From an optimization exercise on the open Yosys and OpenROAD flow, aimed at small area; shortcuts taken in it are not production practice. Function was checked by simulation only, so behaviour that the tests miss may differ from the original. Power figures rest on the tool's default switching activity, not on a simulated workload.

**flow/config.mk**
```make
export PLATFORM = sky130hd
export DESIGN_NAME = sound_unit
export DESIGN_NICKNAME = sound_unit
export VERILOG_FILES = /design/flow/design.v
export SDC_FILE = /design/flow/constraint.sdc
export NUM_CORES = 4
export LEC_CHECK = 0
export CAP_MARGIN = 20
export CORE_MARGIN = 2
export CORE_UTILIZATION = 40
export SLEW_MARGIN = 20
```
**flow/flow/run.sh**
```bash
#!/bin/bash
# Standard ORFS layout (the standard.sh, standard synthesis unchanged) with two
# layout choices: the smallest buffer for the port buffers, and a clock tree of
# clkbuf_4 cells in small clusters without dummy loads.
set -euo pipefail
bash standard.sh \
  BUFFER_PORTS_ARGS="-buffer_cell sky130_fd_sc_hd__buf_1" \
  CTS_ARGS="-sink_clustering_enable -repair_clock_nets -buf_list sky130_fd_sc_hd__clkbuf_4 -sink_clustering_size 10 -sink_clustering_max_diameter 45 -dont_use_dummy_load" \
  RECOVER_POWER=100 \
  finish > standard_make.log 2>&1
```
**flow/standard.sh**
```bash
#!/bin/bash
# synth_recipe.tcl (not shown) runs the flow's synth.tcl, then flattens the netlist and writes it again
# the make line also repeats each setting of config.mk as NAME=value (left out here)
make -C /OpenROAD-flow-scripts/flow DESIGN_CONFIG=/design/flow/config.mk WORK_HOME=/design/flow/orfs CLKGATE_MAP_FILE= SYNTH_SCRIPT=/design/flow/synth_recipe.tcl "${@:-finish}"
```
**flow/constraint.sdc**
```tcl
create_clock -name core_clock -period 10.0 [get_ports {CLK}]
set_input_delay 2.0000 -clock core_clock [delete_from_list [all_inputs] [get_ports {CLK}]]
set_output_delay 2.0000 -clock core_clock [all_outputs]
set_load 0.01 [all_outputs]
```
**flow/design.v**
```verilog
module OneStage(
    input            srst,
    input            clk,
    input            wr_en,
    input      [3:0] din,
    output reg [3:0] outp,
    output     [3:0] outp_next,
    output reg       empty,
    input            rd_en
);
  reg rd_dly, wr_dly;
  assign outp_next = wr_dly ? din : outp;
  always @(posedge clk) begin
    if (srst) begin
      rd_dly <= 1'b0;
      wr_dly <= 1'b0;
      empty  <= 1'b1;
    end else begin
      rd_dly <= rd_en;
      wr_dly <= wr_en;
      if (wr_dly) empty <= 1'b0;
      else if (rd_dly) empty <= 1'b1;
    end
    outp <= outp_next;
  end
endmodule
module sound_ch #(parameter CH = 0) (
    input             CLK,
    input             RST_N,
    input      [3:0]  sound_code,
    input      [7:0]  rom_indata,
    input             sync_lrclk,
    input             emptyf,
    input      [3:0]  code_next,    
    input             emptyf_next,
    output reg [14:0] rom_address,
    output reg [7:0]  sdout,        
    output            soundon,
    output reg        fNO9,
    output            fifo_ren
);
  localparam [5:0]
    G0   = 6'd0,  G1   = 6'd1,  L0   = 6'd2,  L1   = 6'd3,  F0   = 6'd4,
    FRC0 = 6'd5,  FRC1 = 6'd6,  FRM0 = 6'd7,  FRM1 = 6'd8,  FRM2 = 6'd9,  FRC2 = 6'd10,
    F1   = 6'd11, D0   = 6'd12,
    DRC0 = 6'd13, DRC1 = 6'd14, DRM0 = 6'd15, DRM1 = 6'd16, DRM2 = 6'd17, DRC2 = 6'd18,
    D1   = 6'd19, W0   = 6'd20, W1   = 6'd21,
    Q0   = 6'd32, Q3M2 = 6'd47,
    P0S  = 6'd31, P0M0 = 6'd49, P2M2 = 6'd59;
  reg  [5:0]  state;
  reg  [14:0] dcount;
  reg  [1:0]  i;
  reg  [1:0]  cur;     
  reg         late3;   
  wire own = (CH == 0) ? (sound_code == 4'd1 || sound_code == 4'd2 || sound_code == 4'd9) :
             (CH == 1) ? (sound_code == 4'd3) :
             (CH == 2) ? (sound_code[3:2] == 2'b01) :
                         (sound_code == 4'd8 || sound_code == 4'd10 || sound_code == 4'd11);
  wire intr_code = (CH == 0) ? (own && !fNO9) :
                   (CH == 3) ? (sound_code == 4'd8 || sound_code == 4'd11) : own;
  wire intr = intr_code && !emptyf;
  wire own_n = (CH == 0) ? (code_next == 4'd1 || code_next == 4'd2 || code_next == 4'd9) :
               (CH == 1) ? (code_next == 4'd3) :
               (CH == 2) ? (code_next[3:2] == 2'b01) :
                           (code_next == 4'd8 || code_next == 4'd10 || code_next == 4'd11);
  wire intr_n = ((CH == 0) ? (own_n && !fNO9) :
                 (CH == 3) ? (code_next == 4'd8 || code_next == 4'd11) : own_n) && !emptyf_next;
  wire dzero = (dcount == 15'd0);
  wire stop = intr || dzero;
  wire ufo = (CH == 3) && cur == 2'b10;
  wire rc_rm0  = (state == FRM0) || (state == DRM0);
  wire rc_2    = (state == FRC2) || (state == DRC2);
  wire play    = state[5];                      
  wire loop    = state[5:4] == 2'b11;            
  wire is_p3   = play && state[3:0] == 4'b1100;  
  wire p3m0    = play && state[3:0] == 4'b1101;  
  wire rm2_rc  = (state == FRM2) || (state == DRM2);
  wire rm2_p   = (loop && state[1:0] == 2'd3) || state == Q3M2;   
  wire first   = (i == 2'd3);
  reg [14:0] start3;
  reg        load_start;
  always @* begin
    load_start = 1'b1;
    case (CH)
      0: start3 = cur[0] ? 15'd19 : fNO9 ? 15'd13113 : 15'd4337;
      1: start3 = 15'd19;
      2: case (cur)
           2'd0: start3 = 15'd19;
           2'd1: start3 = 15'd1285;
           2'd2: start3 = 15'd2855;
           default: start3 = 15'd4425;
         endcase
      default: begin
        start3 = cur[1] ? 15'd25987 : 15'd19;
        load_start = (cur != 2'b11);
      end
    endcase
  end
  wire use_dc = (state == F1) || is_p3;
  wire ld_const = (state == FRM0) && first && load_start;
  reg [14:0] addy;
  always @* begin
    if (!RST_N) addy = 15'd0;
    else if (state == F1) addy = 15'd11;
    else if (is_p3) addy = 15'h7fff;
    else if (state == DRM0 && first) addy = dcount;
    else if (ld_const) addy = start3;
    else if (state == FRM0 && first) addy = late3 ? 15'd6 : 15'd3;
    else if (rc_rm0) addy = 15'h7fff;
    else addy = state[4] ? 15'd1 : 15'd4;      
  end
  wire [14:0] addx = (use_dc && RST_N) ? dcount : (ld_const || !RST_N) ? 15'd0 : rom_address;
  function [14:0] radd15(input [14:0] a, input [14:0] b);
    integer k;
    reg c;
    begin
      c = 1'b0;
      for (k = 0; k < 15; k = k + 1) begin
        radd15[k] = a[k] ^ b[k] ^ c;
        c = (a[k] & b[k]) | (c & (a[k] ^ b[k]));
      end
    end
  endfunction
  wire [14:0] sum = radd15(addx, addy);
  assign fifo_ren = (state == G1);
  reg [5:0] nstate;
  always @* begin
    nstate = state;
    case (state)
      G0: if (!emptyf && own) nstate = G1;
      G1: nstate = (CH == 3 && sound_code == 4'd11) ? G0 : L0;
      L0: if (sync_lrclk) nstate = L1;
      L1: if (!sync_lrclk) nstate = F0;
      FRC2: nstate = (i != 2'd0) ? FRC1 : F1;
      DRC2: nstate = (i != 2'd0) ? DRC1 : D1;
      W1: nstate = Q0;
      Q3M2: nstate = P0S;
      P0S: nstate = P0M0;
      default:
        if (is_p3 && stop) nstate = (ufo && emptyf && !intr) ? L0 : G0;
        else nstate = play ? {state[5:4], state[3:0] + 4'd1} : state + 6'd1;
    endcase
  end
  always @(posedge CLK) begin
    if (state == G0 && !emptyf && own) begin
      if (CH == 0) cur <= {1'b0, sound_code == 4'd1};
      else cur <= sound_code[1:0];
    end
    if (state == FRC0 || state == DRC0) i <= 2'd3;
    else if (rc_2 && i != 2'd0) i <= i - 2'd1;
    if (rm2_rc && i == 2'd1) dcount[14:8] <= rom_indata[6:0];
    if (rm2_rc && i == 2'd0) dcount[7:0] <= rom_indata;
    else if ((is_p3 && !stop) || state == F1) dcount <= sum;
    if (CH == 3) begin
      if (!RST_N) late3 <= 1'b0;
      else if (is_p3 && stop) late3 <= !state[4];
    end
    if (!RST_N || rc_rm0 || p3m0) rom_address <= sum;
    if (!RST_N) begin
      state <= G0;
      sdout <= 8'h80;
      fNO9 <= 1'b0;
    end else begin
      state <= nstate;
      if (CH == 0 && state == G0 && !emptyf && own) fNO9 <= (sound_code == 4'd9);
      if (rm2_p)
        sdout <= (state == P2M2 && (intr_n || dzero)) ? 8'h80 : rom_indata;
    end
  end
  assign soundon = loop;
endmodule
module mixer(
    input         CLK,
    input         RST_N,
    input  [7:0]  ch0, ch1, ch2, ch3,
    input         son0, son1, son2, son3,
    output [15:0] mout,
    output        soundon
);
  function [9:0] radd(input [8:0] a, input [8:0] b);
    integer k;
    reg c;
    begin
      c = 1'b0;
      for (k = 0; k < 9; k = k + 1) begin
        radd[k] = a[k] ^ b[k] ^ c;
        c = (a[k] & b[k]) | (c & (a[k] ^ b[k]));
      end
      radd[9] = c;
    end
  endfunction
  wire [8:0] s01 = radd({1'b0, ch0}, {1'b0, ch1});
  wire [8:0] s23 = radd({1'b0, ch2}, {1'b0, ch3});
  wire [9:0] u = radd(s01, s23);
  wire [7:0] lo = (u[9] ^ u[8]) ? u[7:0] : {8{u[9]}};
  assign soundon = son0 | son1 | son2 | son3;
  reg [8:0] m;
  always @(posedge CLK)
    if (!RST_N) m <= 9'd0;
    else m <= {~u[9], lo};
  assign mout = {m[8], m, 6'd0};
endmodule
module sound_unit (
    input         CLK,
    input         RST_N,
    input         cmd_wr,
    input  [3:0]  cmd_code,
    input         sync_lrclk,
    input  [7:0]  rom0_data,
    input  [7:0]  rom1_data,
    input  [7:0]  rom2_data,
    input  [7:0]  rom3_data,
    output [14:0] rom0_addr,
    output [14:0] rom1_addr,
    output [14:0] rom2_addr,
    output [14:0] rom3_addr,
    output        cmd_empty,
    output [15:0] mout,
    output        soundon,
    output        fNO9
);
  wire [3:0] code, code_next;
  wire       empty;
  wire [3:0] ren;
  wire [7:0] sd0, sd1, sd2, sd3;
  wire       son0, son1, son2, son3;
  wire [2:0] nc;
  reg        emptyf;    
  always @(posedge CLK)
    if (!RST_N) emptyf <= 1'b1;
    else emptyf <= empty;
  OneStage handshake (
      .srst (~RST_N),
      .clk  (CLK),
      .wr_en(cmd_wr),
      .din  (cmd_code),
      .outp (code),
      .outp_next(code_next),
      .empty(empty),
      .rd_en(|ren));
  sound_ch #(.CH(0)) ch0 (.CLK(CLK), .RST_N(RST_N), .sound_code(code),
      .rom_indata(rom0_data), .sync_lrclk(sync_lrclk), .emptyf(emptyf),
      .code_next(code_next), .emptyf_next(empty),
      .rom_address(rom0_addr), .sdout(sd0), .soundon(son0), .fNO9(fNO9),
      .fifo_ren(ren[0]));
  sound_ch #(.CH(1)) ch1 (.CLK(CLK), .RST_N(RST_N), .sound_code(code),
      .rom_indata(rom1_data), .sync_lrclk(sync_lrclk), .emptyf(emptyf),
      .code_next(code_next), .emptyf_next(empty),
      .rom_address(rom1_addr), .sdout(sd1), .soundon(son1), .fNO9(nc[0]),
      .fifo_ren(ren[1]));
  sound_ch #(.CH(2)) ch2 (.CLK(CLK), .RST_N(RST_N), .sound_code(code),
      .rom_indata(rom2_data), .sync_lrclk(sync_lrclk), .emptyf(emptyf),
      .code_next(code_next), .emptyf_next(empty),
      .rom_address(rom2_addr), .sdout(sd2), .soundon(son2), .fNO9(nc[1]),
      .fifo_ren(ren[2]));
  sound_ch #(.CH(3)) ch3 (.CLK(CLK), .RST_N(RST_N), .sound_code(code),
      .rom_indata(rom3_data), .sync_lrclk(sync_lrclk), .emptyf(emptyf),
      .code_next(code_next), .emptyf_next(empty),
      .rom_address(rom3_addr), .sdout(sd3), .soundon(son3), .fNO9(nc[2]),
      .fifo_ren(ren[3]));
  assign cmd_empty = empty;
  mixer mixer_0 (.CLK(CLK), .RST_N(RST_N), .ch0(sd0), .ch1(sd1), .ch2(sd2), .ch3(sd3),
      .son0(son0), .son1(son1), .son2(son2), .son3(son3),
      .mout(mout), .soundon(soundon));
endmodule
```
==> results of run 1 <==
==> final cells by class <==
class                      instances  area [sq um]  area share
sequential                       208          5130       0.359
inverter                          92           345      0.0242
timing repair buffer             123           480      0.0336
multi-input combinational        973          7540       0.527
clock buffer                      31           233      0.0163
antenna                            1          2.50    0.000175
tap                              448           561      0.0392
==> metrics by stage <==
| stage | util | std cells | total power, uW |
|---|---|---|---|
| final | 0.429 | 1876 | 1990 |
| after global routing | 0.429 | 1876 | 2120 |
| after CTS | 0.432 | 1875 | 2020 |
| after detailed placement | 0.425 | 1844 | 1580 |
| after global placement | 0.425 | 1844 | 1580 |
| after floorplan | - | 1359 | 1430 |
==> cell families (layout without fill, tap and decap cells) <==
| group | count (synthesis) | count (layout) |
|---|---|---|
| other | 1 | 7 |
| and+or+nand+nor | 391 | 391 |
| buffers and inverters | 178 | 246 |
| DFF | 208 | 208 |
| adders and majority gates | 115 | 115 |
| muxes | 102 | 102 |
| xor gates and xnor gates | 25 | 25 |
| AOI/OAI and AO/OA | 334 | 334 |
==> worst max-delay path by stage <==
stage                         startpoint                      to  slack, ns
2_1_floorplan                      RST_N  ch2.dcount[14]$_DFF_P_       1.37
3_3_place_gp                       RST_N  ch0.dcount[14]$_DFF_P_       1.11
3_5_place_dp                       RST_N  ch0.dcount[14]$_DFF_P_       1.01
4_1_cts        ch0.state[0]$_SDFFE_PN0P_  ch0.dcount[14]$_DFF_P_       1.68
5_1_grt                            RST_N  ch0.dcount[14]$_DFF_P_       0.75
6_report                           RST_N  ch0.dcount[14]$_DFF_P_       1.12
==> worst max-delay path, stage by stage <==
cell,delay (ns)
clkbuf_1,0.10
clkbuf_1,0.35
inv_1,0.13
clkbuf_1,0.53
nor2_1,0.13
buf_4,0.22
a22o_1,0.24
ha_1,0.20
fa_1,0.38
fa_1,0.39
fa_1,0.39
fa_1,0.39
fa_1,0.39
fa_1,0.39
fa_1,0.39
fa_1,0.40
fa_1,0.40
fa_1,0.39
fa_1,0.39
fa_1,0.36
inv_1,0.08
fa_1,0.16
xnor3_1,0.39
mux2_1,0.30
==> registers in the layout (all words and copies together) (netlist names), 4 cells and up <==
register         count
ch1.sdout            8
ch0.dcount          15
ch2.sdout            8
ch3.state            6
ch1.state            6
handshake.outp       4
ch0.rom_address     15
ch2.dcount          15
ch2.rom_address     15
mixer_0.m            9
ch3.sdout            8
ch2.state            6
ch3.dcount          15
ch0.state            6
ch3.rom_address     15
ch1.rom_address     15
ch1.dcount          15
ch0.sdout            8
==> power groups by stage <==
stage                     logic (uW)  registers, uW  clock network [uW]
after detailed placement         539           1040                   0
after global placement           533           1040                   0
after global routing             608           1040                 477
final                            538           1030                 429
after floorplan                  405           1030                   0
after CTS                        542           1020                 448
==> cells in the mapped netlist (all sizes together), types with 17 or more instances <==
master    n
a21oi   104
a22o     53
a22oi    18
and3     17
buf      38
clkbuf   48
dfxtp   111
edfxtp   97
fa       74
ha       41
inv      92
mux2     51
mux2i    51
nand2   120
nand3    29
nand4    18
nor2     99
nor3     19
o21ai    52
xnor2    18
==> metal layers <==
| metal | track usage | vias to the layer above | routed length (um) |
|---|---|---|---|
| li1 | - | 5006 | - |
| met1 | 0.297 | 5143 | 16800 |
| met2 | 0.295 | 420 | 14800 |
| met3 | 0.0356 | 46 | 2630 |
| met4 | 0.0433 | 0 | 719 |
| met5 | 0 | - | 0 |
==> results.json, run 1 <==
{
  "crit_fanout": 17,
  "antenna_found_initial": 1,
  "synth_seq_cells": 208,
  "critPathKind": "in2reg",
  "pwr-share-seq": 0.515,
  "min_period_ns": 8.88,
  "crit_path_end_kind": "flop",
  "fin_area_sq_um": 14300,
  "die_area_sq_um": 35100,
  "clk_latency_ns": 0.76,
  "groute.usage.overall": 0.198,
  "post-dp-hpwl_um": 26100,
  "fin_tns_setup_ns": 0,
  "worstReg2RegEnd": "ch0.dcount[14]$_DFF_P_",
  "rrSetupSlack_ns": 1.66,
  "dpl_cell_area_sq_um": 14100,
  "postRouteAntennaNets": 0,
  "root_buffer": "clkbuf_4",
  "ys_warn_count": 10,
  "cts_setup_buffers": 0,
  "drc": 0,
  "wl_per_cell_um": 18.6,
  "final_cell_mix": "nand2_1, dfxtp_1, buf_1",
  "drt-pass1-iter-count": 5,
  "port_buffers": 112,
  "slew_violations": 1,
  "start_kind": "input port",
  "skew_ns": 0.0967,
  "p_per_area_nw_per_um2": 139,
  "power_leakage_uw": 0.00551,
  "grt_overflow": 0,
  "via_per_inst": 5.66,
  "nets": 1584,
  "fmax_mhz": 113,
  "fp.coreArea_sq_um": 33300,
  "p_clk_frac": 0.215,
  "violations": "capacitance limit, slew limit",
  "crit_arrival_ns": 9.49,
  "ys_dominant_reg_cell": "dfxtp_1",
  "rr_worst_depth": 23,
  "cts_sinks": 208,
  "fillers": 3329,
  "grt_max_degree": 31,
  "synthAdderAreaFrac": 0.148,
  "async_flop_share": 0,
  "fin_ws_ns": 1.12,
  "synth_compound_area_frac": 0.171,
  "layout-drive-gt1-share": 0.0659,
  "rsz0062_at_grt": "false",
  "worstHoldStart": "ch1.sdout[7]$_SDFFE_PN1P_",
  "ctsHoldBuffers": 0,
  "dp_slack_ns": 1.01,
  "num_rows": 67,
  "r2r-start": "ch0.state[0]$_SDFFE_PN0P_",
  "ys_seq_area_frac": 0.382,
  "setup_viol": 0,
  "synth-simple-area-share": 0.144,
  "synth_top_area_frac": 0.217,
  "status": "finished with violations",
  "cts_buffers": 31,
  "finalCritPeriodShare": 0.888,
  "hold_viol": 0,
  "syn_area_per_cell_sq_um": 9.93,
  "start_util": 0.404,
  "dieWidth_um": 187,
  "synth_edf_count": 97,
  "synthesis.area_sq_um": 13400,
  "grt_pass1_vias": 10300,
  "peakVddDrop_mv": 0.0760,
  "vias": 10600,
  "ios": 119,
  "max_cap_viol_count": 1,
  "maxSlewHeadroom": -0.00292,
  "p_int_uw": 1310,
  "tightestPinTransition_ns": 1.48,
  "muxShareOfSynthArea": 0.0827,
  "hold_path.class": "reg2reg",
  "syn_to_final_growth_pct": 6.34,
  "routabilityCongestion": 0.872,
  "worstPathRequired_ns": 10.61,
  "drt_wl_total_um": 34900,
  "cts_tree": "done",
  "ctsResizeCount": 0,
  "synth_cells": 1354,
  "cts.clk_slew.worst_paths_ns": 0.11,
  "layout_commonest_cell": "nand2_1",
  "fp.dieH_um": 187,
  "synth_top_family_by_area": "compound AO/OA/AOI/OAI gates",
  "htreeDepth": 1,
  "swShare": 0.342,
  "grt_pass1_wl_um": 56600,
  "synth_xor_area_frac": 0.0173,
  "hold_depth": 1,
  "p_comb_frac": 0.270,
  "yosys.area.top_type": "edfxtp_1",
  "drt_iter0_drc": 853,
  "clk_path_buf_depth": 3,
  "p_sw_uw": 682,
  "hold_slack_ns": 0.480,
  "ys_types": 84,
  "ys_top_cells_by_area": "edfxtp_1, dfxtp_1, fa_1, a21oi_1, ha_1",
  "min_to": "ch1.sdout[7]$_SDFFE_PN1P_"
}
==> run 2, diff against run 1 <==
--- a/flow/flow/run.sh
+++ b/flow/flow/run.sh
@@ -7,4 +7,3 @@
   BUFFER_PORTS_ARGS="-buffer_cell sky130_fd_sc_hd__buf_1" \
   CTS_ARGS="-sink_clustering_enable -repair_clock_nets -buf_list sky130_fd_sc_hd__clkbuf_4 -sink_clustering_size 10 -sink_clustering_max_diameter 45 -dont_use_dummy_load" \
-  RECOVER_POWER=100 \
   finish > standard_make.log 2>&1
==> run 2 against run 1 <==
Effect of this change: the run now finishes clean; sequential share of layout area decreased by 0.21 points; total power rose by 0.25%; final area up 0.59%; synthesized cell count did not move; register-to-register slack got worse by 0.04 ns; core utilization rose by 0.25 points; maximum frequency grew 5.9%; clock-buffer cell count unchanged.
==> results.json, run 2 <==
{
  "status": "finished clean",
  "fp.dieH_um": 187,
  "ys_warn_count": 10,
  "layoutNonFillerInstCount": 1876,
  "rr_worst_depth": 23,
  "die_area_sq_um": 35100,
  "rrSetupSlack_ns": 1.62,
  "power_uw": 2000,
  "p_sw_uw": 683,
  "setup_viol": 0,
  "ctsResizeCount": 0,
  "finalCritPeriodShare": 0.838,
  "wl_per_cell_um": 18.6,
  "p_int_uw": 1310,
  "synth_edf_count": 97,
  "place_inst": 1844,
  "slew_violations": 0,
  "dieWidth_um": 187,
  "synth_cells": 1354,
  "tightestPinTransition_ns": 1.04,
  "hold_viol": 0,
  "grt_overflow": 0,
  "max_cap_viol_count": 0,
  "pwr-share-seq": 0.514,
  "multi_input_area_sq_um": 7600,
  "fin_tns_setup_ns": 0,
  "hold_depth": 1,
  "htreeDepth": 1,
  "ys_seq_area_frac": 0.382,
  "min_period_ns": 8.38,
  "dp_slack_ns": 1.01,
  "fillers": 3306,
  "cts_buffers": 31,
  "crit_arrival_ns": 8.99,
  "ys_top_cells_by_area": "edfxtp_1, dfxtp_1, fa_1, a21oi_1, ha_1",
  "yosys.area.top_type": "edfxtp_1",
  "postRouteAntennaNets": 0,
  "synth_top_area_frac": 0.217,
  "drt-pass1-iter-count": 5,
  "power_leakage_uw": 0.00558,
  "yosys-top-cells-count": "nand2_1, dfxtp_1, a21oi_1, nor2_1, edfxtp_1",
  "ctsHoldBuffers": 0,
  "crit_fanout": 15,
  "syn_to_final_growth_pct": 6.96,
  "layout-drive-gt1-share": 0.0799,
  "clk_path_buf_depth": 3,
  "ios": 119,
  "async_flop_share": 0,
  "final_cell_mix": "nand2_1, dfxtp_1, buf_1",
  "critPathKind": "reg2reg",
  "start_kind": "flop",
  "cts.clk_slew.worst_paths_ns": 0.12,
  "drc": 0,
  "cp-startpoint": "ch0.state[0]$_SDFFE_PN0P_",
  "fmax_mhz": 119,
  "root_buffer": "clkbuf_4",
  "cts_sinks": 208,
  "grt_pass1_vias": 10300,
  "ys_types": 84,
  "worstReg2RegEnd": "ch0.dcount[14]$_DFF_P_",
  "p_per_area_nw_per_um2": 139,
  "fp.coreArea_sq_um": 33300,
  "layout_commonest_cell": "nand2_1",
  "cts_setup_buffers": 0,
  "routabilityCongestion": 0.872,
  "drt_iter0_drc": 850,
  "num_rows": 67,
  "cts_tree": "done",
  "syn_area_per_cell_sq_um": 9.93,
  "synthesis.area_sq_um": 13400,
  "grt_max_degree": 31,
  "min_to": "ch1.sdout[7]$_SDFFE_PN1P_",
  "maxSlewHeadroom": 0.296,
  "peakVddDrop_mv": 0.0759,
  "vias": 10600,
  "yosysMostFrequentCell": "nand2_1",
  "p_comb_frac": 0.272,
  "groute.usage.overall": 0.198,
  "worstHoldStart": "ch1.sdout[7]$_SDFFE_PN1P_",
  "port_buffers": 112,
  "grt_pass1_wl_um": 56600,
  "synth_seq_cells": 208,
  "swShare": 0.342,
  "ys_dominant_reg_cell": "dfxtp_1",
  "antenna_found_initial": 1,
  "hold_path.class": "reg2reg",
  "nets": 1584,
  "drt_wl_total_um": 35000,
  "clk_latency_ns": 0.76,
  "via_per_inst": 5.63,
  "worstPathRequired_ns": 10.61,
  "fin_ws_ns": 1.62,
  "ff_latch_area_sq_um": 5130,
  "crit_path_end_kind": "flop",
  "start_util": 0.404,
  "p_clk_frac": 0.214,
  "skew_ns": 0.0951,
  "rsz0062_at_grt": "false",
  "post-dp-hpwl_um": 26100,
  "r2r-start": "ch0.state[0]$_SDFFE_PN0P_",
  "hold_slack_ns": 0.480
}
==> run 2: cell counts after synthesis <==
Identical to the previous run, type by type.
==> run 2: cell type report <==
cell class | count | share of cell area
Inverter | 92 | 0.0240
Sequential cell | 208 | 0.357
Multi-Input combinational cell | 973 | 0.528
Tap cell | 448 | 0.0390
Clock buffer | 31 | 0.0162
Antenna cell | 1 | 0.000174
Timing Repair Buffer | 123 | 0.0351
==> run 2: power by group through the flow <==
stage                     clock network (uW)  logic [uW]  registers (uW)
final                                    428         543            1030
after global routing                     477         614            1040
after CTS                                448         542            1020
after detailed placement                   0         539            1040
after global placement                     0         533            1040
after floorplan                            0         405            1030
==> run 2: per-stage QoR <==
stage,area (sq um),utilization
3_3_place_gp,14100,0.425
4_1_cts,14400,0.432
2_1_floorplan,13500,-
5_1_grt,14400,0.432
6_report,14400,0.432
3_5_place_dp,14100,0.425
==> run 2: cells by family after synthesis <==
kind of cell | synth area share
compound gates | 0.171
xor+xnor | 0.0173
fa+ha+maj | 0.148
buf+inv | 0.0542
flops | 0.382
mux | 0.0827
other cells | 0.000279
simple gates | 0.144
==> run 2: critical path, cell delays in order (launching register included) <==
cell,delay (ns)
dfxtp_1,0.46
ha_1,0.47
nand2_1,0.22
o21ai_1,0.79
nor3_2,0.11
buf_4,0.22
a22o_1,0.19
ha_1,0.20
fa_1,0.38
fa_1,0.39
fa_1,0.39
fa_1,0.39
fa_1,0.39
fa_1,0.39
fa_1,0.39
fa_1,0.40
fa_1,0.40
fa_1,0.39
fa_1,0.39
fa_1,0.36
inv_1,0.08
fa_1,0.16
xnor3_1,0.40
mux2_4,0.26
==> run 2: worst max-delay path by stage <==
stage                                         to  slack (ns)  cells after the start
after floorplan           ch2.dcount[14]$_DFF_P_        1.37                     24
after global placement    ch0.dcount[14]$_DFF_P_        1.11                     24
after detailed placement  ch0.dcount[14]$_DFF_P_        1.01                     22
after CTS                 ch0.dcount[14]$_DFF_P_        1.68                     23
after global routing      ch0.dcount[14]$_DFF_P_        1.27                     23
final                     ch0.dcount[14]$_DFF_P_        1.62                     23
==> run 2: metal layers <==
metal,track usage,routed length [um],vias up
met5,0,0,-
li1,-,-,4995
met2,0.295,14900,403
met1,0.297,16900,5118
met4,0.0433,700,0
met3,0.0356,2520,42
==> run 3, diff against run 2 <==
--- a/flow/design.v
+++ b/flow/design.v
@@ -41,11 +41,12 @@
 );
   localparam [5:0]
-    G0   = 6'd0,  G1   = 6'd1,  L0   = 6'd2,  L1   = 6'd3,  F0   = 6'd4,
-    FRC0 = 6'd5,  FRC1 = 6'd6,  FRM0 = 6'd7,  FRM1 = 6'd8,  FRM2 = 6'd9,  FRC2 = 6'd10,
-    F1   = 6'd11, D0   = 6'd12,
-    DRC0 = 6'd13, DRC1 = 6'd14, DRM0 = 6'd15, DRM1 = 6'd16, DRM2 = 6'd17, DRC2 = 6'd18,
-    D1   = 6'd19, W0   = 6'd20, W1   = 6'd21,
-    Q0   = 6'd32, Q3M2 = 6'd47,
-    P0S  = 6'd31, P0M0 = 6'd49, P2M2 = 6'd59;
+    G0   = 6'd1,  G1   = 6'd2,  L0   = 6'd4,  L1   = 6'd9,  F0   = 6'd18,
+    FRC0 = 6'd5,  FRC1 = 6'd11, FRM0 = 6'd22, FRM1 = 6'd12, FRM2 = 6'd25, FRC2 = 6'd19,
+    F1   = 6'd7,  D0   = 6'd15,
+    DRC0 = 6'd31, DRC1 = 6'd30, DRM0 = 6'd28, DRM1 = 6'd24, DRM2 = 6'd17, DRC2 = 6'd3,
+    D1   = 6'd6,  W0   = 6'd13, W1   = 6'd27,
+    P0S  = 6'd0,
+    Q0   = 6'b100000, Q3M2 = 6'b101010,
+    P0M0 = 6'b110001, P2M2 = 6'b111110;
   reg  [5:0]  state;
   reg  [14:0] dcount;
@@ -73,8 +74,8 @@
   wire play    = state[5];                      
   wire loop    = state[5:4] == 2'b11;            
-  wire is_p3   = play && state[3:0] == 4'b1100;  
-  wire p3m0    = play && state[3:0] == 4'b1101;  
+  wire is_p3   = play && state[3:0] == 4'b1000;  
+  wire p3m0    = play && state[3:0] == 4'b1001;  
   wire rm2_rc  = (state == FRM2) || (state == DRM2);
-  wire rm2_p   = (loop && state[1:0] == 2'd3) || state == Q3M2;   
+  wire rm2_p   = (loop && state[1:0] == 2'b10) || state == Q3M2;   
   wire first   = (i == 2'd3);
   reg [14:0] start3;
@@ -139,5 +140,9 @@
       default:
         if (is_p3 && stop) nstate = (ufo && emptyf && !intr) ? L0 : G0;
-        else nstate = play ? {state[5:4], state[3:0] + 4'd1} : state + 6'd1;
+        else if (play)
+          nstate = {state[5:4], (state[1:0] == 2'b10) ? {state[2], ~state[3]} : state[3:2],
+                    state[0], ~state[1]};
+        else
+          nstate = {1'b0, state[3:0], state[4] ^ state[2]};
     endcase
   end
--- a/flow/flow/run.sh
+++ b/flow/flow/run.sh
@@ -7,3 +7,4 @@
   BUFFER_PORTS_ARGS="-buffer_cell sky130_fd_sc_hd__buf_1" \
   CTS_ARGS="-sink_clustering_enable -repair_clock_nets -buf_list sky130_fd_sc_hd__clkbuf_4 -sink_clustering_size 10 -sink_clustering_max_diameter 45 -dont_use_dummy_load" \
+  GPL_KEEP_OVERFLOW=0 \
   finish > standard_make.log 2>&1
==> run 3 against run 2 <==
Effect of this change: clock power rose by 6.3%; largest power group unchanged; register-to-register slack improved by 0.18 ns; non-clock buffer count shrank 4; routed wire length is 3.8% higher; sequential power up 36%; die area down 2.0%; maximum frequency decreased by 5.3%; total power is 42% higher; via count increased by 2.8%; sequential cell count stayed put; synthesized cell count rose by 1.3%.
==> results.json, run 3 <==
{
  "status": "finished clean",
  "groute.usage.overall": 0.212,
  "ys_types": 85,
  "layout_commonest_cell": "nand2_1",
  "dp_slack_ns": 0.507,
  "hold_viol": 0,
  "syn_to_final_growth_pct": 7.54,
  "postRouteAntennaNets": 0,
  "crit_fanout": 32,
  "ys_dominant_reg_cell": "dfxtp_1",
  "hold_slack_ns": 0.449,
  "setup_viol": 0,
  "cts.clk_slew.worst_paths_ns": 0.11,
  "clk_path_buf_depth": 3,
  "dpl_cell_area_sq_um": 13900,
  "fp.dieH_um": 185,
  "drt_wl_total_um": 36300,
  "path_delay_family": "adder cells",
  "p_per_area_nw_per_um2": 200,
  "synth_edf_count": 97,
  "cts_setup_buffers": 0,
  "ys_top_cells_by_area": "edfxtp_1, dfxtp_1, fa_1, a21oi_1, a22o_1",
  "maxSlewHeadroom": 0.323,
  "vias": 10800,
  "grt_overflow": 0,
  "fin_tns_setup_ns": 0,
  "drc": 0,
  "power_leakage_uw": 0.00535,
  "cts_sinks": 208,
  "cpMostUsedCell": "fa_1",
  "start_kind": "input port",
  "rsz0062_at_grt": "false",
  "fmax_mhz": 113,
  "tightestPinTransition_ns": 1.01,
  "drt-pass1-iter-count": 5,
  "ctsHoldBuffers": 0,
  "crit_arrival_ns": 9.37,
  "fin_ws_ns": 1.15,
  "yosysMostFrequentCell": "nand2_1",
  "nets": 1578,
  "finalCritPeriodShare": 0.885,
  "clk_latency_ns": 0.66,
  "cp_num_buf_inv": 4,
  "skew_ns": 0.0716,
  "cts_buffers": 35,
  "num_rows": 66,
  "fp.coreArea_sq_um": 32500,
  "yosys-top-cells-count": "nand2_1, a21oi_1, dfxtp_1, edfxtp_1, nor2_1",
  "synth_cells": 1371,
  "worstPathRequired_ns": 10.51,
  "synth_top_area_frac": 0.221,
  "post-dp-hpwl_um": 26800,
  "cts_tree": "done",
  "final_cell_mix": "nand2_1, a21oi_1, dfxtp_1, buf_1, edfxtp_1",
  "drt_iter0_drc": 888,
  "via_per_inst": 5.76,
  "root_buffer": "clkbuf_4",
  "ios": 119,
  "peakVddDrop_mv": 0.0818,
  "grt_pass1_wl_um": 57900,
  "slowest_delay_ns": 0.44,
  "async_flop_share": 0,
  "path_cells": "buf_2, buf_12, clkinv_2, a41o_1, nor2_1, a22o_1, ha_1, fa_1, fa_1, fa_1, fa_1, fa_1, fa_1, fa_1, fa_1, fa_1, fa_1, fa_1, fa_1, inv_1, fa_1, xor2_1, xnor2_1, mux2_2",
  "ys_warn_count": 10,
  "crit_path_end_kind": "flop",
  "grt_pass1_vias": 10400,
  "critPathKind": "in2reg",
  "fillers": 3194,
  "power_uw": 2840,
  "ys_seq_area_frac": 0.390,
  "ctsResizeCount": 0,
  "min_period_ns": 8.85,
  "port_buffers": 112,
  "die_area_sq_um": 34400,
  "cp_slowest_cell": "a41o_1",
  "fin_area_sq_um": 14200,
  "slew_violations": 0,
  "antenna_found_initial": 2,
  "yosys.area.top_type": "edfxtp_1",
  "rrSetupSlack_ns": 1.80,
  "start_util": 0.406,
  "hold_path.class": "reg2reg",
  "synth_seq_cells": 208,
  "syn_area_per_cell_sq_um": 9.61,
  "max_cap_viol_count": 0,
  "grt_max_degree": 37,
  "synthesis.area_sq_um": 13200,
  "wl_per_cell_um": 19.3,
  "dieWidth_um": 185,
  "layout-drive-gt1-share": 0.0759,
  "htreeDepth": 2,
  "routabilityCongestion": 0.903
}
run 3: routing by layer:
metal	share of wire	track usage	up-vias
li1	-	-	5111
met5	0	0	-
met3	0.057	0.0342	61
met2	0.46	0.336	389
met4	0.021	0.0524	0
met1	0.46	0.303	5288
run 3: worst min-delay path: stages, from the launching register on:
cell     delay, ns
dfxtp_1       0.30
nor2_1        0.07
o21ai_0       0.07
run 3: per-stage QoR:
step | cells | util
floorplan | 1376 | -
global placement | 1837 | 0.424
detailed placement | 1844 | 0.428
CTS | 1879 | 0.436
global route | 1880 | 0.436
finish | 1882 | 0.436
run 3: logic make-up after synthesis:
| group | synth area share |
|---|---|
| muxes | 0.0584 |
| xor gates and xnor gates | 0.0113 |
| adders and majority gates | 0.136 |
| buffers and inverters | 0.0535 |
| and+or+nand+nor | 0.163 |
| DFF | 0.390 |
| other | 0.000285 |
| AOI/OAI and AO/OA | 0.188 |
run 3: where the power goes:
part	internal [uW]	switching [uW]
clock network	161	295
logic	425	553
registers	1100	302
run 3: final timing paths:
kind | start | endpoint | depth (start not counted)
max reg2reg | ch2.state[5]$_SDFFE_PN0P_ | ch2.dcount[14]$_DFF_P_ | 23
min | handshake.rd_dly$_SDFF_PN0_ | handshake.empty$_SDFFE_PN1P_ | 2
min reg2reg | handshake.rd_dly$_SDFF_PN0_ | handshake.empty$_SDFFE_PN1P_ | 2
max | RST_N | ch0.dcount[14]$_DFF_P_ | 24
run 3: area by class of cell:
class | instances | area (sq um) | share of cell area
inverters | 82 | 309 | 0.0218
repair buffers | 119 | 503 | 0.0355
flip-flops and latches | 208 | 5130 | 0.363
clock buffers | 35 | 263 | 0.0185
multi-input cells | 993 | 7390 | 0.522
well taps | 442 | 553 | 0.0390
diodes | 3 | 7.51 | 0.000530
==> run 4, diff against run 3 <==
--- a/flow/flow/run.sh
+++ b/flow/flow/run.sh
@@ -7,4 +7,4 @@
   BUFFER_PORTS_ARGS="-buffer_cell sky130_fd_sc_hd__buf_1" \
   CTS_ARGS="-sink_clustering_enable -repair_clock_nets -buf_list sky130_fd_sc_hd__clkbuf_4 -sink_clustering_size 10 -sink_clustering_max_diameter 45 -dont_use_dummy_load" \
-  GPL_KEEP_OVERFLOW=0 \
+  CORE_UTILIZATION=60 \
   finish > standard_make.log 2>&1
==> run 4 against run 3 <==
Effect of this change: clock-buffer cell count is 4 lower; maximum frequency up 4.5%; hold slack better by 0.0047 ns; sequential power about the same; critical endpoint is now ch1.rom_address[14]$_DFFE_PP_; largest cell class unchanged; largest power group unchanged.
==> results.json, run 4 <==
{
  "status": "finished clean",
  "syn_to_final_growth_pct": 6.01,
  "slowest_delay_ns": 0.41,
  "synth_top_area_frac": 0.221,
  "peakVddDrop_mv": 0.151,
  "cp-startpoint": "RST_N",
  "power_uw": 2800,
  "crit_arrival_ns": 8.93,
  "cts_buffers": 31,
  "ctsHoldBuffers": 0,
  "port_buffers": 112,
  "fmax_mhz": 118,
  "rrSetupSlack_ns": 1.97,
  "rsz0062_at_grt": "false",
  "postRouteAntennaNets": 0,
  "final_cell_mix": "nand2_1, a21oi_1, dfxtp_1, buf_1, edfxtp_1",
  "synth-simple-area-share": 0.163,
  "tightestPinTransition_ns": 0.975,
  "start_kind": "input port",
  "ys_top_cells_by_area": "edfxtp_1, dfxtp_1, fa_1, a21oi_1, a22o_1",
  "grt_pass1_wl_um": 56300,
  "dp_slack_ns": 0.774,
  "yosys-top-cells-count": "nand2_1, a21oi_1, dfxtp_1, edfxtp_1, nor2_1",
  "cp_slowest_cell": "nand2_1",
  "synth_compound_area_frac": 0.188,
  "die_area_sq_um": 23200,
  "rr_worst_depth": 24,
  "cpMostUsedCell": "fa_1",
  "crit_path_end_kind": "flop",
  "nets": 1587,
  "drc": 0,
  "p_sw_uw": 1140,
  "num_rows": 54,
  "ys_dominant_reg_cell": "dfxtp_1",
  "post-dp-hpwl_um": 25600,
  "synth_seq_cells": 208,
  "root_buffer": "clkbuf_4",
  "ys_warn_count": 10,
  "setup_viol": 0,
  "swShare": 0.405,
  "cts_sinks": 208,
  "cts.clk_slew.worst_paths_ns": 0.11,
  "worstPathRequired_ns": 10.46,
  "cts_tree": "done",
  "synth_top_family_by_area": "compound AO/OA/AOI/OAI gates",
  "cp_num_buf_inv": 4,
  "fp.coreArea_sq_um": 21700,
  "muxShareOfSynthArea": 0.0584,
  "drt-pass1-iter-count": 5,
  "start_util": 0.607,
  "clk_latency_ns": 0.73,
  "fin_tns_setup_ns": 0,
  "wl_per_cell_um": 20.1,
  "layoutNonFillerInstCount": 1727,
  "fin_ws_ns": 1.53,
  "ys_types": 85,
  "hold_path.class": "reg2reg",
  "htreeDepth": 1,
  "layout_commonest_cell": "nand2_1",
  "hold_viol": 0,
  "crit_fanout": 15,
  "p_per_area_nw_per_um2": 201,
  "place_inst": 1695,
  "maxSlewHeadroom": 0.348,
  "cts_setup_buffers": 0,
  "hold_depth": 2,
  "max_cap_viol_count": 0,
  "ios": 119,
  "worstHoldStart": "ch2.sdout[6]$_SDFFE_PN0P_",
  "routabilityCongestion": 0.924,
  "synthAdderAreaFrac": 0.136,
  "path_delay_family": "adder cells",
  "ctsResizeCount": 0,
  "ys_seq_area_frac": 0.390,
  "fp.dieH_um": 152,
  "r2r-start": "ch1.state[2]$_SDFFE_PN0P_",
  "finalCritPeriodShare": 0.847,
  "synthesis.area_sq_um": 13200,
  "worstReg2RegEnd": "ch1.rom_address[14]$_DFFE_PP_",
  "skew_ns": 0.0661,
  "via_per_inst": 6.34,
  "power_leakage_uw": 0.00539,
  "clk_path_buf_depth": 3,
  "min_to": "ch2.sdout[6]$_SDFFE_PN0P_",
  "grt_max_degree": 63,
  "drt_iter0_drc": 801,
  "async_flop_share": 0,
  "syn_area_per_cell_sq_um": 9.61,
  "yosys.area.top_type": "edfxtp_1",
  "synth_edf_count": 97,
  "synth_cells": 1371,
  "antenna_found_initial": 1,
  "vias": 10900,
  "synth_xor_area_frac": 0.0113,
  "dieWidth_um": 152,
  "pwr-share-seq": 0.496,
  "p_clk_frac": 0.152,
  "p_comb_frac": 0.352,
  "yosysMostFrequentCell": "nand2_1",
  "grt_pass1_vias": 10500,
  "fillers": 1854,
  "drt_wl_total_um": 34700,
  "groute.usage.overall": 0.296,
  "p_int_uw": 1670,
  "min_period_ns": 8.47,
  "grt_overflow": 0,
  "layout-drive-gt1-share": 0.0761,
  "path_cells": "clkbuf_2, nand2_1, nor3_1, buf_4, a22o_1, ha_1, fa_1, fa_1, fa_1, fa_1, fa_1, fa_1, fa_1, fa_1, fa_1, fa_1, fa_1, fa_1, inv_1, fa_1, inv_1, and4_1, or2_2",
  "critPathKind": "in2reg",
  "slew_violations": 0
}
==> run 4: worst min-delay path, delay by kind of cell, from the launching register on <==
family             cells  cell delay [ns]
DFF                    1             0.31
AOI/OAI and AO/OA      1             0.05
and+or+nand+nor        1             0.05
==> run 4: routing by layer <==
metal  GRT usage  vias up  share of wire
met5           0        -              0
met4      0.0717        0          0.025
met3      0.0407       65          0.076
met2       0.484      472           0.47
met1       0.421     5277           0.43
li1            -     5127              -
==> run 4: layout make-up <==
type / instances / area (sq um) / area share
Clock buffer: 31 / 233 / 0.0167
Tap cell: 280 / 350 / 0.0251
Timing Repair Buffer: 132 / 584 / 0.0418
Sequential cell: 208 / 5130 / 0.368
Antenna cell: 1 / 2.50 / 0.000179
Inverter: 82 / 308 / 0.0220
Multi-Input combinational cell: 993 / 7350 / 0.526
==> run 4: metrics by stage <==
step                utilization  hold slack (ns)  instance area, sq um
floorplan                     -            0.432                 13200
global placement          0.633            0.442                 13700
detailed placement        0.633            0.446                 13700
CTS                       0.644            0.456                 14000
global route              0.644            0.476                 14000
finish                    0.644            0.454                 14000
==> run 4: cell families after synthesis <==
| logic type | count (synthesis) |
|---|---|
| muxes | 72 |
| AOI/OAI and AO/OA | 367 |
| xor gates and xnor gates | 17 |
| other | 1 |
| DFF | 208 |
| and+or+nand+nor | 432 |
| adders and majority gates | 99 |
| buffers and inverters | 175 |
==> run 4: power groups by stage <==
stage	Sequential [uW]	Combinational [uW]	Clock, uW
floorplan	1240	849	0
global placement	1400	962	0
detailed placement	1400	973	0
CTS	1380	981	437
global route	1430	1100	472
finish	1390	986	428
==> run 4: how the worst max path moves through the flow <==
| stage | end | slack, ns | cells past startpoint |
|---|---|---|---|
| 6_report | ch1.rom_address[14]$_DFFE_PP_ | 1.53 | 23 |
| 5_1_grt | ch1.rom_address[14]$_DFFE_PP_ | 1.30 | 23 |
| 4_1_cts | ch1.rom_address[14]$_DFFE_PP_ | 1.58 | 23 |
| 3_5_place_dp | ch1.rom_address[14]$_DFFE_PP_ | 0.77 | 23 |
| 3_3_place_gp | ch1.rom_address[14]$_DFFE_PP_ | 0.98 | 23 |
| 2_1_floorplan | ch1.rom_address[14]$_DFFE_PP_ | 1.63 | 22 |
==> run 5, diff against run 4 <==
--- a/flow/flow/run.sh
+++ b/flow/flow/run.sh
@@ -7,4 +7,3 @@
   BUFFER_PORTS_ARGS="-buffer_cell sky130_fd_sc_hd__buf_1" \
   CTS_ARGS="-sink_clustering_enable -repair_clock_nets -buf_list sky130_fd_sc_hd__clkbuf_4 -sink_clustering_size 10 -sink_clustering_max_diameter 45 -dont_use_dummy_load" \
-  CORE_UTILIZATION=60 \
   finish > standard_make.log 2>&1
==> run 5 against run 4 <==
Effect of this change: synthesized cell count is the same; first-iteration DRC count increased by 4.4%; global-route usage decreased by 8.4 points; total power is 1.1% higher; final area increased by 1.5%; critical path depth is 1 higher; synthesized area unchanged; register-to-register slack lost 0.02 ns; critical endpoint is now ch0.dcount[14]$_DFF_P_.
==> results.json, run 5 <==
{
  "drt-pass1-iter-count": 5,
  "r2r-start": "ch1.state[2]$_SDFFE_PN0P_",
  "syn_area_per_cell_sq_um": 9.61,
  "worstPathRequired_ns": 10.53,
  "fp.coreArea_sq_um": 32500,
  "p_comb_frac": 0.347,
  "layout_commonest_cell": "nand2_1",
  "start_util": 0.406,
  "groute.usage.overall": 0.212,
  "fillers": 3199,
  "clk_path_buf_depth": 3,
  "p_int_uw": 1690,
  "ys_top_cells_by_area": "edfxtp_1, dfxtp_1, fa_1, a21oi_1, a22o_1",
  "hold_path.class": "reg2reg",
  "cts_sinks": 208,
  "multi_input_area_sq_um": 7350,
  "synth_top_area_frac": 0.221,
  "yosys-top-cells-count": "nand2_1, a21oi_1, dfxtp_1, edfxtp_1, nor2_1",
  "drc": 0,
  "max_cap_viol_count": 0,
  "setup_viol": 0,
  "antenna_found_initial": 2,
  "rr_worst_depth": 24,
  "num_rows": 66,
  "dpl_cell_area_sq_um": 13900,
  "fp.dieH_um": 185,
  "worstReg2RegEnd": "ch1.rom_address[14]$_DFFE_PP_",
  "grt_pass1_vias": 10300,
  "routabilityCongestion": 0.879,
  "ctsHoldBuffers": 0,
  "yosys.area.top_type": "edfxtp_1",
  "yosysMostFrequentCell": "nand2_1",
  "hold_slack_ns": 0.455,
  "crit_fanout": 15,
  "ys_seq_area_frac": 0.390,
  "crit_path_end_kind": "flop",
  "swShare": 0.405,
  "dieWidth_um": 185,
  "die_area_sq_um": 34400,
  "wl_per_cell_um": 19.4,
  "synthesis.area_sq_um": 13200,
  "power_leakage_uw": 0.00539,
  "hold_depth": 2,
  "maxSlewHeadroom": 0.276,
  "min_period_ns": 8.59,
  "grt_overflow": 0,
  "ios": 119,
  "via_per_inst": 5.75,
  "syn_to_final_growth_pct": 7.59,
  "tightestPinTransition_ns": 1.08,
  "fmax_mhz": 116,
  "cts_buffers": 35,
  "ys_dominant_reg_cell": "dfxtp_1",
  "vias": 10900,
  "cts_setup_buffers": 0,
  "worstHoldStart": "ch1.sdout[4]$_SDFFE_PN0P_",
  "htreeDepth": 2,
  "nets": 1589,
  "crit_arrival_ns": 9.12,
  "p_sw_uw": 1150,
  "clk_latency_ns": 0.64,
  "grt_max_degree": 32,
  "ctsResizeCount": 0,
  "final_util": 0.437,
  "synth_edf_count": 97,
  "cts.clk_slew.worst_paths_ns": 0.09,
  "synth_seq_cells": 208,
  "hold_viol": 0,
  "fin_area_sq_um": 14200,
  "p_per_area_nw_per_um2": 200,
  "ys_warn_count": 10,
  "p_clk_frac": 0.160,
  "drt_iter0_drc": 836,
  "peakVddDrop_mv": 0.0808,
  "pwr-share-seq": 0.493,
  "post-dp-hpwl_um": 26800,
  "root_buffer": "clkbuf_4",
  "fin_ws_ns": 1.41,
  "layout-drive-gt1-share": 0.0773,
  "slew_violations": 0,
  "fin_tns_setup_ns": 0,
  "async_flop_share": 0,
  "skew_ns": 0.0572,
  "min_to": "ch1.sdout[4]$_SDFFE_PN0P_",
  "grt_pass1_wl_um": 57600,
  "dp_slack_ns": 0.704,
  "postRouteAntennaNets": 0,
  "cp-startpoint": "RST_N",
  "rsz0062_at_grt": "false",
  "final_cell_mix": "nand2_1, a21oi_1, dfxtp_1, buf_1, edfxtp_1",
  "drt_wl_total_um": 36600,
  "synth_cells": 1371,
  "status": "finished clean",
  "rrSetupSlack_ns": 1.95,
  "critPathKind": "in2reg",
  "finalCritPeriodShare": 0.859,
  "ys_types": 85,
  "cts_tree": "done",
  "ff_latch_area_sq_um": 5130,
  "port_buffers": 112,
  "start_kind": "input port"
}
-- run 5: changes by cell type in the layout (fill, tap and decap cells not counted) --
| cell | delta |
|---|---|
| buf_12 | -1 |
| diode_2 | +1 |
| clkbuf_4 | +4 |
| buf_4 | -1 |
-- run 5: layer usage --
metal	GRT usage	routed length (um)	vias to the layer above
li1	-	-	5127
met1	0.300	16800	5284
met2	0.335	16700	407
met3	0.0380	2380	56
met4	0.0543	729	0
met5	0	0	-
-- run 5: per-stage QoR --
step	cells	total power (uW)
2_1_floorplan	1376	2090
3_3_place_gp	1855	2370
3_5_place_dp	1855	2380
4_1_cts	1890	2840
5_1_grt	1891	3030
6_report	1892	2840
-- run 5: kinds of logic (layout without fill, tap and decap cells) --
family / after synthesis / count (layout) / synth area share
other: 1 / 8 / 0.000285
AOI/OAI and AO/OA: 367 / 367 / 0.188
DFF: 208 / 208 / 0.390
buffers and inverters: 175 / 247 / 0.0535
and+or+nand+nor: 432 / 432 / 0.163
muxes: 72 / 72 / 0.0584
adders and majority gates: 99 / 99 / 0.136
xor gates and xnor gates: 17 / 17 / 0.0113
-- run 5: power groups by stage --
stage	combinational (uW)	clock, uW	sequential [uW]
after detailed placement	969	0	1410
after global placement	957	0	1410
after global routing	1110	499	1430
after CTS	977	470	1390
final	984	455	1400
after floorplan	849	0	1240
-- run 5: worst max-delay path, cell delays in order --
cell and delay, ns:
clkbuf_2 0.21, inv_2 0.27, a41o_1 0.42, nor2_1 0.10, buf_4 0.20, a22o_1 0.24
ha_1 0.20, fa_1 0.38, fa_1 0.39, fa_1 0.38, fa_1 0.38, fa_1 0.40
fa_1 0.40, fa_1 0.39, fa_1 0.39, fa_1 0.40, fa_1 0.39, fa_1 0.39
fa_1 0.37, inv_1 0.08, fa_1 0.18, xor2_1 0.17, xnor2_1 0.11, mux2_2 0.26
-- run 5: worst max path at each step --
stage,depth (start not counted),end
finish,24,ch0.dcount[14]$_DFF_P_
floorplan,22,ch1.rom_address[14]$_DFFE_PP_
global placement,24,ch0.dcount[14]$_DFF_P_
detailed placement,24,ch0.dcount[14]$_DFF_P_
CTS,24,ch0.dcount[14]$_DFF_P_
global route,24,ch0.dcount[14]$_DFF_P_
-- run 5: cell type report --
type	instances	area share
inverter	82	0.0217
clock buffer	35	0.0185
tap	442	0.0390
timing repair buffer	130	0.0393
antenna	2	0.000353
sequential	208	0.362
multi-input combinational	993	0.519
==> run 6, diff against run 5 <==
--- a/flow/flow/run.sh
+++ b/flow/flow/run.sh
@@ -6,4 +6,4 @@
 bash standard.sh \
   BUFFER_PORTS_ARGS="-buffer_cell sky130_fd_sc_hd__buf_1" \
-  CTS_ARGS="-sink_clustering_enable -repair_clock_nets -buf_list sky130_fd_sc_hd__clkbuf_4 -sink_clustering_size 10 -sink_clustering_max_diameter 45 -dont_use_dummy_load" \
+  CTS_ARGS="-sink_clustering_enable -repair_clock_nets -buf_list sky130_fd_sc_hd__clkbuf_4 -sink_clustering_size 10 -sink_clustering_max_diameter 30 -dont_use_dummy_load" \
   finish > standard_make.log 2>&1
==> run 6 against run 5 <==
Effect of this change: critical endpoint is now ch2.dcount[14]$_DFF_P_; die area unchanged; via count rose by 0.97%; still clean; first-iteration DRC count decreased by 6.7%; non-clock buffer count did not move; highest routed layer unchanged; clock-buffer cell count rose by 20; combinational power is essentially flat.
==> results.json, run 6 <==
{
  "hold_viol": 0,
  "cts.clk_slew.worst_paths_ns": 0.07,
  "clk_path_buf_depth": 3,
  "worstHoldStart": "ch1.sdout[1]$_SDFFE_PN0P_",
  "yosys.area.top_type": "edfxtp_1",
  "vias": 11000,
  "critPathKind": "in2reg",
  "port_buffers": 112,
  "rr_worst_depth": 24,
  "finalCritPeriodShare": 0.855,
  "dieWidth_um": 185,
  "cts_sinks": 208,
  "ys_seq_area_frac": 0.390,
  "cts_setup_buffers": 0,
  "htreeDepth": 2,
  "final_cell_mix": "nand2_1, a21oi_1, dfxtp_1, buf_1, edfxtp_1",
  "layout-drive-gt1-share": 0.0899,
  "ctsHoldBuffers": 0,
  "layout_commonest_cell": "nand2_1",
  "fp.coreArea_sq_um": 32500,
  "groute.usage.overall": 0.213,
  "async_flop_share": 0,
  "min_to": "ch1.sdout[1]$_SDFFE_PN0P_",
  "num_rows": 66,
  "grt_pass1_vias": 10500,
  "slew_violations": 0,
  "start_kind": "input port",
  "nets": 1609,
  "ys_warn_count": 10,
  "synth_seq_cells": 208,
  "grt_max_degree": 32,
  "die_area_sq_um": 34400,
  "p_comb_frac": 0.334,
  "crit_path_end_kind": "flop",
  "yosys-top-cells-count": "nand2_1, a21oi_1, dfxtp_1, edfxtp_1, nor2_1",
  "ctsResizeCount": 0,
  "max_cap_viol_count": 0,
  "pwr-share-seq": 0.475,
  "crit_arrival_ns": 9.14,
  "min_period_ns": 8.55,
  "root_buffer": "clkbuf_4",
  "p_per_area_nw_per_um2": 205,
  "postRouteAntennaNets": 0,
  "synthesis.area_sq_um": 13200,
  "drt-pass1-iter-count": 5,
  "worstPathRequired_ns": 10.59,
  "hold_path.class": "reg2reg",
  "worstReg2RegEnd": "ch1.rom_address[14]$_DFFE_PP_",
  "synth_top_area_frac": 0.221,
  "yosysMostFrequentCell": "nand2_1",
  "drt_wl_total_um": 36700,
  "peakVddDrop_mv": 0.0885,
  "clk_latency_ns": 0.70,
  "synth_cells": 1371,
  "cts_tree": "done",
  "power_leakage_uw": 0.00549,
  "via_per_inst": 5.74,
  "tightestPinTransition_ns": 1.08,
  "grt_overflow": 0,
  "ys_types": 85,
  "drt_iter0_drc": 780,
  "ys_dominant_reg_cell": "dfxtp_1",
  "p_sw_uw": 1170,
  "fmax_mhz": 117,
  "synth_edf_count": 97,
  "cts_buffers": 55,
  "antenna_found_initial": 2,
  "start_util": 0.406,
  "rrSetupSlack_ns": 1.98,
  "crit_fanout": 31,
  "wl_per_cell_um": 19.2,
  "setup_viol": 0,
  "syn_to_final_growth_pct": 8.75,
  "swShare": 0.397,
  "drc": 0,
  "ios": 119,
  "fin_tns_setup_ns": 0,
  "p_clk_frac": 0.191,
  "syn_area_per_cell_sq_um": 9.61,
  "p_int_uw": 1770,
  "skew_ns": 0.0502,
  "post-dp-hpwl_um": 26800,
  "grt_pass1_wl_um": 58000,
  "ys_top_cells_by_area": "edfxtp_1, dfxtp_1, fa_1, a21oi_1, a22o_1",
  "status": "finished clean",
  "r2r-start": "ch1.state[2]$_SDFFE_PN0P_",
  "rsz0062_at_grt": "false",
  "power_uw": 2940,
  "routabilityCongestion": 0.879,
  "maxSlewHeadroom": 0.276,
  "fp.dieH_um": 185,
  "hold_depth": 2
}
-- run 6: cell count changes in the layout (fill, tap and decap cells not counted), sizes merged --
| cell | previous run | this run |
|---|---|---|
| clkbuf | 36 | 56 |
| diode | 2 | 3 |
-- run 6: worst max-delay path: stages --
cell	delay, ns
clkbuf_2	0.21
inv_2	0.28
buf_4	0.42
nor2_1	0.32
a22o_1	0.31
ha_1	0.21
fa_1	0.38
fa_1	0.40
fa_1	0.40
fa_1	0.40
fa_1	0.39
fa_1	0.39
fa_1	0.39
fa_1	0.39
fa_1	0.40
fa_1	0.40
fa_1	0.40
fa_1	0.37
inv_1	0.08
fa_1	0.18
xnor2_1	0.14
xnor2_1	0.11
o21a_1	0.17
-- run 6: cells by family (layout without fill, tap and decap cells) --
| family | Yosys count | after routing | synth area share |
|---|---|---|---|
| other | 1 | 9 | 0.000285 |
| flip-flops | 208 | 208 | 0.390 |
| buffers and inverters | 175 | 267 | 0.0535 |
| XOR/XNOR | 17 | 17 | 0.0113 |
| multiplexers | 72 | 72 | 0.0584 |
| AO/OA/AOI/OAI | 367 | 367 | 0.188 |
| adder cells (fa/ha/maj) | 99 | 99 | 0.136 |
| AND/OR/NAND/NOR | 432 | 432 | 0.163 |
-- run 6: final cells by class --
class                      instances  area [sq um]
fill                            3193         18100
sequential                       208          5130
tap                              442           553
inverter                          82           308
antenna                            3          7.51
clock buffer                      55           413
multi-input combinational        993          7350
timing repair buffer             130           557
-- run 6: stage by stage --
step / worst slack [ns] / hold WS (ns) / instances / utilization / cell area, sq um
3_5_place_dp: 0.704 / 0.449 / 1855 / 0.428 / 13900
2_1_floorplan: 1.63 / 0.432 / 1376 / - / 13200
6_report: 1.45 / 0.451 / 1913 / 0.441 / 14300
4_1_cts: 1.51 / 0.458 / 1910 / 0.441 / 14300
5_1_grt: 1.21 / 0.475 / 1912 / 0.441 / 14300
3_3_place_gp: 0.903 / 0.444 / 1855 / 0.428 / 13900
-- run 6: per-layer routing --
metal	wire, um	GRT usage
met5	0	0
met4	693	0.0552
met3	2730	0.0462
met2	16700	0.336
met1	16600	0.297
-- run 6: worst max path at each step --
stage / from / to / depth (start not counted)
2_1_floorplan: RST_N / ch1.rom_address[14]$_DFFE_PP_ / 22
5_1_grt: RST_N / ch0.dcount[14]$_DFF_P_ / 24
6_report: RST_N / ch2.dcount[14]$_DFF_P_ / 23
4_1_cts: RST_N / ch0.dcount[14]$_DFF_P_ / 24
3_5_place_dp: RST_N / ch0.dcount[14]$_DFF_P_ / 24
3_3_place_gp: RST_N / ch0.dcount[14]$_DFF_P_ / 24
-- run 6: power groups by stage --
stage	combinational, uW	sequential (uW)	clock, uW
after floorplan	849	1240	0
after global placement	957	1410	0
after detailed placement	969	1410	0
after CTS	977	1390	582
after global routing	1110	1430	617
final	983	1400	561

-- afterwards: timing with drivers on the ports --
The results above use ideal ports. As a check the final layouts listed here were re-extracted and re-timed, cells and wires unchanged.
Step 1 (the two cells are an assumption about what drives the block):
set clk [get_ports {CLK}]
set_driving_cell -lib_cell sky130_fd_sc_hd__clkbuf_16 $clk
set_driving_cell -lib_cell sky130_fd_sc_hd__buf_2 [delete_from_list [all_inputs] $clk]
Step 2 adds t to the input delays and takes it off the output delays; t is the mean of the earliest and latest rising clock arrival at the registers after step 1. Input paths then give back, and output paths get back, about the clock's delay inside the block.
Slacks: no drivers / after step 1 / after step 2; pairs: no drivers / after step 1.
| run | t, ns | slack for setup (ns) | worst hold slack (ns) | worst setup path at the end |
|---|---|---|---|---|
| run 1 | 0.754 | 1.119 / 1.108 / 0.354 | 0.480 / 0.480 / 0.480 | input to register |
| run 2 | 0.754 | 1.617 / 1.617 / 0.948 | 0.480 / 0.480 / 0.480 | input to register |
| run 3 | 0.677 | 1.147 / 1.163 / 0.486 | 0.449 / 0.449 / 0.449 | input to register |
| run 4 | 0.736 | 1.528 / 1.545 / 0.810 | 0.454 / 0.454 / 0.454 | input to register |
| run 5 | 0.658 | 1.405 / 1.382 / 0.723 | 0.455 / 0.455 / 0.455 | input to register |
| run 6 | 0.722 | 1.451 / 1.422 / 0.701 | 0.451 / 0.451 / 0.451 | input to register |
For run 1, which loses most, drivers alone change the setup slack by -0.011 ns; drivers and shift together by -0.765 ns.
